Source: an optimization exercise on an open RTL-to-GDS flow (aim: small area). Production flows keep margins and buffers that such runs may drop. In this exercise RTL edits were held to simulation tests only and were not proved equivalent to the original. The clock port is modelled as an ideal driver; clocking choices that lean on that would not hold on a real chip. Power is estimated from default activity; no workload was simulated.

==> flow/design.v (excerpt) <==
module Top_Module (
        input clk, reset, btn, btn1, btn2, btn3,
        output [11:0] redgrnblu,
        output hsync, vsync,
        output [6:0] seg1, seg2
        );
==> flow/config.mk <==
export PLATFORM = sky130hd
export DESIGN_NAME = Top_Module
export DESIGN_NICKNAME = Top_Module
export VERILOG_FILES = /design/flow/design.v
export SDC_FILE = /design/flow/constraint.sdc
export NUM_CORES = 4
export LEC_CHECK = 0
export CAP_MARGIN = 20
export CORE_MARGIN = 2
export CORE_UTILIZATION = 40
export SLEW_MARGIN = 20
==> flow/constraint.sdc <==
create_clock -name core_clock -period 8.0 [get_ports {clk}]
set_input_delay 1.6000 -clock core_clock [delete_from_list [all_inputs] [get_ports {clk}]]
set_output_delay 1.6000 -clock core_clock [all_outputs]
set_load 0.01 [all_outputs]
standard.sh (not shown) runs the stock make flow with config.mk's settings and CLKGATE_MAP_FILE= SYNTH_SCRIPT=/design/flow/synth_recipe.tcl, a recipe that flattens the netlist after the stock synthesis.
==> flow/flow/run.sh <==
#!/bin/bash
# Own layout flow: the standard synthesis, then the combinational logic of
# its netlist is re-mapped for area by Yosys/ABC (flip-flops kept as they are,
# same names and cells), checked equivalent to the standard netlist, and laid
# out with the standard ORFS steps using small port buffers and a clock tree
# without dummy loads.
set -uo pipefail
HERE=$PWD
R=$HERE/orfs/results/sky130hd/Top_Module/base
LIB=$FLOW_HOME/platforms/sky130hd/lib/sky130_fd_sc_hd__tt_025C_1v80.lib
FLOWDIR=$HERE/flow
CTS_BUF=sky130_fd_sc_hd__clkbuf_8
MY_CTS_ARGS=""
if [[ -f $FLOWDIR/params.sh ]]; then source $FLOWDIR/params.sh; fi
MY_CTS_ARGS=${MY_CTS_ARGS:-"-sink_clustering_enable -repair_clock_nets -dont_use_dummy_load -buf_list $CTS_BUF"}

bash standard.sh $R/1_2_yosys.v > $HERE/synth_standard.log 2>&1 || exit 1
cp $R/1_2_yosys.v $HERE/netlist_standard.v

LIB=$LIB ABCSCR="${ABCSCR:-+strash;&get,-n;&deepsyn,-T,30;&put;dch,-f;amap;}" IN_V=$HERE/netlist_standard.v OUT_V=$HERE/netlist_reopt.v \
  yosys -c $FLOWDIR/reopt.tcl > $HERE/reopt.log 2>&1
if LIB=$LIB A_V=$HERE/netlist_standard.v B_V=$HERE/netlist_reopt.v yosys -c $FLOWDIR/eqv.tcl > $HERE/equiv.log 2>&1; then
  cp $HERE/netlist_reopt.v $R/1_2_yosys.v
  echo "using re-mapped netlist" > $HERE/netlist_choice.log
else
  echo "re-mapped netlist not proven equivalent; using the standard netlist" > $HERE/netlist_choice.log
fi

bash standard.sh finish \
  BUFFER_PORTS_ARGS="-buffer_cell sky130_fd_sc_hd__buf_1" \
  CTS_ARGS="$MY_CTS_ARGS" \
  > $HERE/layout_standard.log 2>&1
==> flow/flow/params.sh <==
MY_CTS_ARGS="-repair_clock_nets -dont_use_dummy_load -buf_list sky130_fd_sc_hd__clkbuf_16 -root_buf sky130_fd_sc_hd__clkbuf_16"
Other scripts of this flow, unchanged in this note and not shown: flow/flow/eqv.tcl, flow/flow/reopt.tcl
The first run passed the timing, DRC and antenna checks.
Change:
--- a/flow/flow/run.sh
+++ b/flow/flow/run.sh
@@ -10,8 +10,6 @@
 LIB=$FLOW_HOME/platforms/sky130hd/lib/sky130_fd_sc_hd__tt_025C_1v80.lib
 FLOWDIR=$HERE/flow
-CTS_BUF=sky130_fd_sc_hd__clkbuf_8
-MY_CTS_ARGS=""
+CTS_BUF=${CTS_BUF:-sky130_fd_sc_hd__clkbuf_8}
 if [[ -f $FLOWDIR/params.sh ]]; then source $FLOWDIR/params.sh; fi
-MY_CTS_ARGS=${MY_CTS_ARGS:-"-sink_clustering_enable -repair_clock_nets -dont_use_dummy_load -buf_list $CTS_BUF"}
 
 bash standard.sh $R/1_2_yosys.v > $HERE/synth_standard.log 2>&1 || exit 1
@@ -29,4 +27,4 @@
 bash standard.sh finish \
   BUFFER_PORTS_ARGS="-buffer_cell sky130_fd_sc_hd__buf_1" \
-  CTS_ARGS="$MY_CTS_ARGS" \
+  CTS_ARGS="-sink_clustering_enable -repair_clock_nets -dont_use_dummy_load -buf_list $CTS_BUF" \
   > $HERE/layout_standard.log 2>&1
removed: flow/flow/params.sh
Result: The new run finished clean; cell area decreases by 2.0%; worst hold slack gains 0.0044 ns; flip-flop and latch count is unchanged; routed wire length grows by 0.39%; non-clock buffer count stays the same; synthesized cell count stays the same; global-route usage barely changes; final cell count does not change.

---

The RTL this note starts from:
==> flow/design.v <==
module Top_Module (
        input clk, reset, btn, btn1, btn2, btn3,
        output [11:0] redgrnblu,
        output hsync, vsync,
        output [6:0] seg1, seg2
        );
        function [9:0] updn10(input [9:0] x, input up, input dn);
                integer i;
                reg o, z;
                begin
                        o = 1'b1;
                        z = 1'b1;
                        for (i = 0; i < 10; i = i + 1) begin
                                updn10[i] = x[i] ^ ((up & o) | (dn & z));
                                o = o & x[i];
                                z = z & ~x[i];
                        end
                end
        endfunction
        function [9:0] subn10(input [9:0] x, input [9:0] yn);
                integer i;
                reg c;
                begin
                        c = 1'b1;
                        for (i = 0; i < 10; i = i + 1) begin
                                subn10[i] = x[i] ^ yn[i] ^ c;
                                c = (x[i] & yn[i]) | ((x[i] ^ yn[i]) & c);
                        end
                end
        endfunction
        function gt10(input [9:0] x, input [9:0] y);
                integer i;
                reg g;
                begin
                        g = 1'b0;
                        for (i = 0; i < 10; i = i + 1)
                                g = (x[i] & ~y[i]) | (~(x[i] ^ y[i]) & g);
                        gt10 = g;
                end
        endfunction
        reg  [9:0] a, v;
        reg        b;
        reg  [4:0] c5;
        reg  [9:0] xbn;            
        reg  [8:0] yb;             
        reg        dx, dy;         
        reg  [8:0] t1n, t2n;       
        reg  [2:0] s1, s2;
        reg        pend1, pend2;
        reg        hit;
        reg  [2:0] col;            
        wire [9:0] xb = ~xbn;
        wire [8:0] t1 = ~t1n, t2 = ~t2n;
        wire       a_end    = a[9] & a[8] & a[4] & a[3] & a[1] & a[0];    
        wire       line_end = b & a_end;
        wire [9:0] a_nx     = line_end ? 10'd0 : updn10(a, b, 1'b0);
        wire       v_end    = v[9] & v[1];                                
        wire [9:0] v_nx     = (line_end & v_end) ? 10'd0 : updn10(v, line_end, 1'b0);
        wire       c5_inc   = b & a[1] & a[0];
        wire       tick     = c5_inc & (&c5);
        wire [9:0] c5_nx    = updn10({5'd0, c5}, c5_inc, 1'b0);
        assign hsync = (a[9:3] == 7'b1010111) | (a[9:5] == 5'b10110);
        assign vsync = (&v[8:5]) & ~(|v[4:1]);
        wire video = ~(a_nx[9] & (a_nx[8] | a_nx[7])) & ~(v_nx[9] | (&v_nx[8:5]));
        wire blank   = (s1 == 3'd7);
        wire win1    = (s1 == 3'd5);
        wire win2    = (s2 == 3'd5);
        wire playing = ~blank & ~win1 & ~win2;
        wire px1 = (a_nx[9:5] == 5'd0) & a_nx[4] & (a_nx[3] | a_nx[2])
                 | (a_nx[9:2] == 8'd8) | (a_nx == 10'd36);
        wire px2 = (a_nx[9:2] == 8'd151) | (a_nx[9:3] == 7'd76) | (a_nx[9:2] == 8'd154) | (a_nx == 10'd620);
        wire pxa = px1 | px2;
        wire xr = gt10(xb, 10'd604);
        wire xl = gt10(10'd36, xb);
        wire [8:0] pa  = pxa ? v_nx[8:0] : yb;
        wire       sl1 = pxa ? px1 : xl;
        wire [8:0] pbn = sl1 ? t1n : t2n;
        wire [9:0] p   = subn10({1'b0, pa}, {1'b1, pbn});
        wire pin = ~p[8] & ~p[7] & ~(p[6] & (p[5] | p[4]));
        wire hit_nx = pxa ? hit : ((xl | xr) & pin & (p[8:0] != 9'd0));
        wire edge_y = (yb[8:4] == 5'd0) & yb[3] & ~yb[2] & ~yb[1] | (yb[8] & yb[7] & yb[6] & yb[4] & yb[2] & yb[1] & yb[0]);
        wire dy1 = dy ^ edge_y;
        wire dx1 = dx ^ hit;
        wire sc1 = xb[9] & xb[6] & xb[5] & xb[4] & xb[3];    
        wire sc2 = (xb == 10'd0);
        wire step = tick & playing;
        wire mv   = step & ~sc1 & ~sc2;
        wire srv  = step & (sc1 | sc2);
        wire [9:0] xbn_mv = updn10(xbn, mv & ~dx1, mv & dx1);
        wire [9:0] yb_mv  = updn10({1'b0, yb}, mv & dy1, mv & ~dy1);
        wire t1_up = ~btn  & (t1 != 9'd0);
        wire t1_dn = ~btn1 & ~(t1[8] & t1[7] & t1[4]);      
        wire t2_up = ~btn2 & (t2 != 9'd0);
        wire t2_dn = ~btn3 & ~(t2[8] & t2[7] & t2[4]);
        wire m1u = tick & t1_up;
        wire m1d = tick & ~t1_up & t1_dn;
        wire m2u = tick & ~t1_up & ~t1_dn & t2_up;
        wire m2d = tick & ~t1_up & ~t1_dn & ~t2_up & t2_dn;
        wire [9:0] t1n_nx = updn10({1'b0, t1n}, m1u, m1d);
        wire [9:0] t2n_nx = updn10({1'b0, t2n}, m2u, m2d);
        wire [9:0] zx = subn10(a_nx, xbn);
        wire [9:0] zy = subn10({1'b0, v_nx[8:0]}, {1'b1, ~yb});
        wire ball_x = ((&zx[9:3]) | (zx[9:3] == 7'd0) | (zx == 10'd8)) & (xb[9:3] != 7'd0);
        wire ball_y = (&zy[8:3]) | (zy[8:3] == 6'd0) | (zy[8:0] == 9'd8);
        wire ball_on = ball_x & ball_y;
        wire pdl1_on = px1 & pin;
        wire pdl2_on = px2 & pin;
        reg [2:0] col_nx;
        always @* begin
                if (blank) col_nx = 3'b000;
                else if (win1) col_nx = 3'b100;
                else if (win2) col_nx = 3'b001;
                else if (pdl2_on) col_nx = 3'b001;
                else if (pdl1_on) col_nx = 3'b100;
                else if (ball_on) col_nx = 3'b011;
                else col_nx = 3'b111;
        end
        always @(posedge clk) begin
                hit <= hit_nx;
                if (!reset) begin
                        a <= 0; b <= 0; v <= 0; c5 <= 0;
                        xbn <= ~10'd320; yb <= 9'd240; dx <= 1'b1; dy <= 1'b1;
                        t1n <= ~9'd200; t2n <= ~9'd200;
                        s1 <= 3'd7; s2 <= 3'd7; pend1 <= 1'b0; pend2 <= 1'b0;
                        col <= 3'b000;
                end else begin
                        b <= ~b;
                        a <= a_nx;
                        v <= v_nx;
                        c5 <= c5_nx[4:0];
                        s1 <= blank ? 3'd0 : s1 + {2'd0, pend1};
                        s2 <= blank ? 3'd0 : s2 + {2'd0, pend2};
                        pend1 <= step & sc1;
                        pend2 <= step & sc2;
                        xbn <= srv ? ~10'd320 : xbn_mv;
                        yb  <= srv ? 9'd240 : yb_mv[8:0];
                        if (step) begin
                                dx <= dx1 ^ srv;
                                dy <= dy1 ^ srv;
                        end
                        t1n <= t1n_nx[8:0];
                        t2n <= t2n_nx[8:0];
                        col <= col_nx;
                end
        end
        wire r  = video & col[2];
        wire g  = video & col[1];
        wire bl = video & col[0];
        assign redgrnblu = {r, r, r, r, g, g, g, g, bl, bl, bl, bl};
        function [6:0] seg7(input [2:0] s);
                case (s)
                        3'd0: seg7 = 7'b1000000;
                        3'd1: seg7 = 7'b1111001;
                        3'd2: seg7 = 7'b0100100;
                        3'd3: seg7 = 7'b0110000;
                        3'd4: seg7 = 7'b0011001;
                        3'd5: seg7 = 7'b0010010;
                        default: seg7 = 7'b1111111;
                endcase
        endfunction
        assign seg1 = seg7(s1);
        assign seg2 = seg7(s2);
endmodule
export LEC_CHECK = 0
export CAP_MARGIN = 20
export CORE_MARGIN = 2
export CORE_UTILIZATION = 75
export SLEW_MARGIN = 20
create_clock -name core_clock -period 8.0 [get_ports {clk}]
==> flow/flow/run.sh <==
#!/bin/bash
# Own layout flow: the standard synthesis, then the combinational logic of
# its netlist is re-mapped for area by Yosys/ABC (flip-flops kept as they are,
# same names and cells), checked equivalent to the standard netlist, and laid
# out with the standard ORFS steps using small port buffers and a clock tree
# without dummy loads whose buffers are then shrunk while the clock slew allows.
set -uo pipefail
HERE=$PWD
R=$HERE/orfs/results/sky130hd/Top_Module/base
LIB=$FLOW_HOME/platforms/sky130hd/lib/sky130_fd_sc_hd__tt_025C_1v80.lib
FLOWDIR=$HERE/flow
CTS_BUF=sky130_fd_sc_hd__clkbuf_8
MY_CTS_ARGS=""
SHRINK_CLOCK_TREE=1
export MY_CLK_SLEW=0.112
export MY_CLK_LEAVES=8
if [[ -f $FLOWDIR/params.sh ]]; then source $FLOWDIR/params.sh; fi
MY_CTS_ARGS=${MY_CTS_ARGS:-"-sink_clustering_enable -repair_clock_nets -dont_use_dummy_load -buf_list $CTS_BUF"}

bash standard.sh $R/1_2_yosys.v > $HERE/synth_standard.log 2>&1 || exit 1
cp $R/1_2_yosys.v $HERE/netlist_standard.v

# several ABC runs in parallel (deepsyn seeds, plus plain amap); keep the
# smallest netlist that is proven equivalent to the standard one
SCRIPTS=(
  "+strash;&get,-n;&deepsyn,-T,40,-S,1;&put;dch,-f;amap;"
  "+strash;&get,-n;&deepsyn,-T,40,-S,2;&put;dch,-f;amap;"
  "+strash;&get,-n;&deepsyn,-T,40,-S,3;&put;dch,-f;amap;"
  "+strash;&get,-n;&deepsyn,-T,40;&put;dch,-f;amap;"
  "+strash;&get,-n;&deepsyn,-T,40,-S,4;&put;dch,-f;amap;"
  "+strash;&get,-n;&deepsyn,-T,40,-S,5;&put;dch,-f;amap;"
  "+strash;&get,-n;&deepsyn,-T,40,-S,6;&put;dch,-f;amap;"
  "+strash;dch,-f;amap;"
)
JOBS=${NUM_CORES:-4}
for i in "${!SCRIPTS[@]}"; do
  LIB=$LIB ABCSCR="${SCRIPTS[$i]}" IN_V=$HERE/netlist_standard.v OUT_V=$HERE/netlist_reopt_$i.v \
    yosys -c $FLOWDIR/reopt.tcl > $HERE/reopt_$i.log 2>&1 &
  if (( (i + 1) % JOBS == 0 )); then wait; fi
done
wait
best=""; best_area=""
for i in "${!SCRIPTS[@]}"; do
  area=$(grep "Chip area" $HERE/reopt_$i.log | tail -1 | awk '{print $NF}')
  [[ -z "$area" ]] && continue
  if LIB=$LIB A_V=$HERE/netlist_standard.v B_V=$HERE/netlist_reopt_$i.v yosys -c $FLOWDIR/eqv.tcl > $HERE/equiv_$i.log 2>&1; then
    echo "script $i area $area equivalent" >> $HERE/netlist_choice.log
    if [[ -z "$best" ]] || awk "BEGIN{exit !($area < $best_area)}"; then best=$i; best_area=$area; fi
  else
    echo "script $i area $area NOT proven equivalent" >> $HERE/netlist_choice.log
  fi
done
if [[ -n "$best" ]]; then
  cp $HERE/netlist_reopt_$best.v $R/1_2_yosys.v
  echo "using re-mapped netlist $best (area $best_area)" >> $HERE/netlist_choice.log
else
  echo "no re-mapped netlist proven equivalent; using the standard netlist" >> $HERE/netlist_choice.log
fi

POST_CTS=""
if [[ $SHRINK_CLOCK_TREE == 1 ]]; then POST_CTS="POST_CTS_TCL=$FLOWDIR/post_cts.tcl"; fi
bash standard.sh finish $POST_CTS \
  BUFFER_PORTS_ARGS="-buffer_cell sky130_fd_sc_hd__buf_1" \
  CTS_ARGS="$MY_CTS_ARGS" \
  > $HERE/layout_standard.log 2>&1
Other scripts of this flow, unchanged in this note and not shown: flow/flow/eqv.tcl, flow/flow/post_cts.tcl, flow/flow/reopt.tcl
Edit:
--- a/flow/flow/run.sh
+++ b/flow/flow/run.sh
@@ -29,8 +29,4 @@
   "+strash;&get,-n;&deepsyn,-T,40;&put;dch,-f;amap;"
-  "+strash;&get,-n;&deepsyn,-T,40,-S,4;&put;dch,-f;amap;"
-  "+strash;&get,-n;&deepsyn,-T,40,-S,5;&put;dch,-f;amap;"
-  "+strash;&get,-n;&deepsyn,-T,40,-S,6;&put;dch,-f;amap;"
   "+strash;dch,-f;amap;"
 )
-JOBS=${NUM_CORES:-4}
 for i in "${!SCRIPTS[@]}"; do
@@ -38,3 +34,2 @@
     yosys -c $FLOWDIR/reopt.tcl > $HERE/reopt_$i.log 2>&1 &
-  if (( (i + 1) % JOBS == 0 )); then wait; fi
 done
GPL_TIMING_DRIVEN = 0   (was not set)
Outcome: Wire length climbs by 0.56%. Non-clock buffer count is higher by 9. Sequential cell count does not change. Final area grows by 1.0%. Power climbs by 4.9%. Setup slack is worse by 0.071 ns. Hold slack stays flat. Via count rose by 2.1%. Area after synthesis increases by 0.40%. Cell count climbs by 2.8%. Die area came out higher by 0.38%.
Edit:
CORE_UTILIZATION = 85   (was 75)
This time the run never finished: it broke off in 3_1_place_gp_skip_io with GPL-0301.
Synthesized cell count does not change.
Synthesized area is unchanged.
Edit:
--- a/flow/flow/run.sh
+++ b/flow/flow/run.sh
@@ -29,4 +29,8 @@
   "+strash;&get,-n;&deepsyn,-T,40;&put;dch,-f;amap;"
+  "+strash;&get,-n;&deepsyn,-T,40,-S,4;&put;dch,-f;amap;"
+  "+strash;&get,-n;&deepsyn,-T,40,-S,5;&put;dch,-f;amap;"
+  "+strash;&get,-n;&deepsyn,-T,40,-S,6;&put;dch,-f;amap;"
   "+strash;dch,-f;amap;"
 )
+JOBS=${NUM_CORES:-4}
 for i in "${!SCRIPTS[@]}"; do
@@ -34,2 +38,3 @@
     yosys -c $FLOWDIR/reopt.tcl > $HERE/reopt_$i.log 2>&1 &
+  if (( (i + 1) % JOBS == 0 )); then wait; fi
 done
CORE_UTILIZATION = 80   (was 85)
GPL_TIMING_DRIVEN = not set   (was 0)
Now the flow completed with no timing, DRC or antenna violations.
Synthesized area decreases slightly.
Synthesized cell count is lower slightly.

-- re-timing with driven ports --
Ports are ideal in the flow. The routed layouts listed here were re-timed in OpenROAD.
Step 1 sets driving cells, clkbuf_16 on the clock port and buf_2 on the other inputs (assumed; they add their load-dependent delay and slew).
Step 2 adds t to the input delays and takes it off the output delays; t is the mean of the earliest and latest rising clock arrival at the registers after step 1. Input paths then give back, and output paths get back, about the clock's delay inside the block.
a / b / c = no drivers / after step 1 / after step 2; a / b = the first two.
| run | shift t [ns] | setup WS [ns] | worst setup path at the end | slew at the worst register clock pin (ns) | cell pins on the clock port's net |
|---|---|---|---|---|---|
| the first run of note 1 | 0.365 | 2.214 / 2.214 / 2.214 | register to register | 0.06 / 0.06 | 1 |
| the second run of note 1 | 0.382 | 2.183 / 2.183 / 2.183 | register to register | 0.08 / 0.08 | 1 |
| the first run of note 2 | 0.506 | 1.736 / 1.736 / 1.736 | register to register | 0.11 / 0.11 | 1 |
| the second run of note 2 | 0.509 | 1.665 / 1.665 / 1.665 | register to register | 0.11 / 0.11 | 1 |
| the fourth run of note 2 | 0.438 | 1.665 / 1.665 / 1.665 | register to register | 0.11 / 0.11 | 1 |
After both steps every run listed still meets setup and hold.
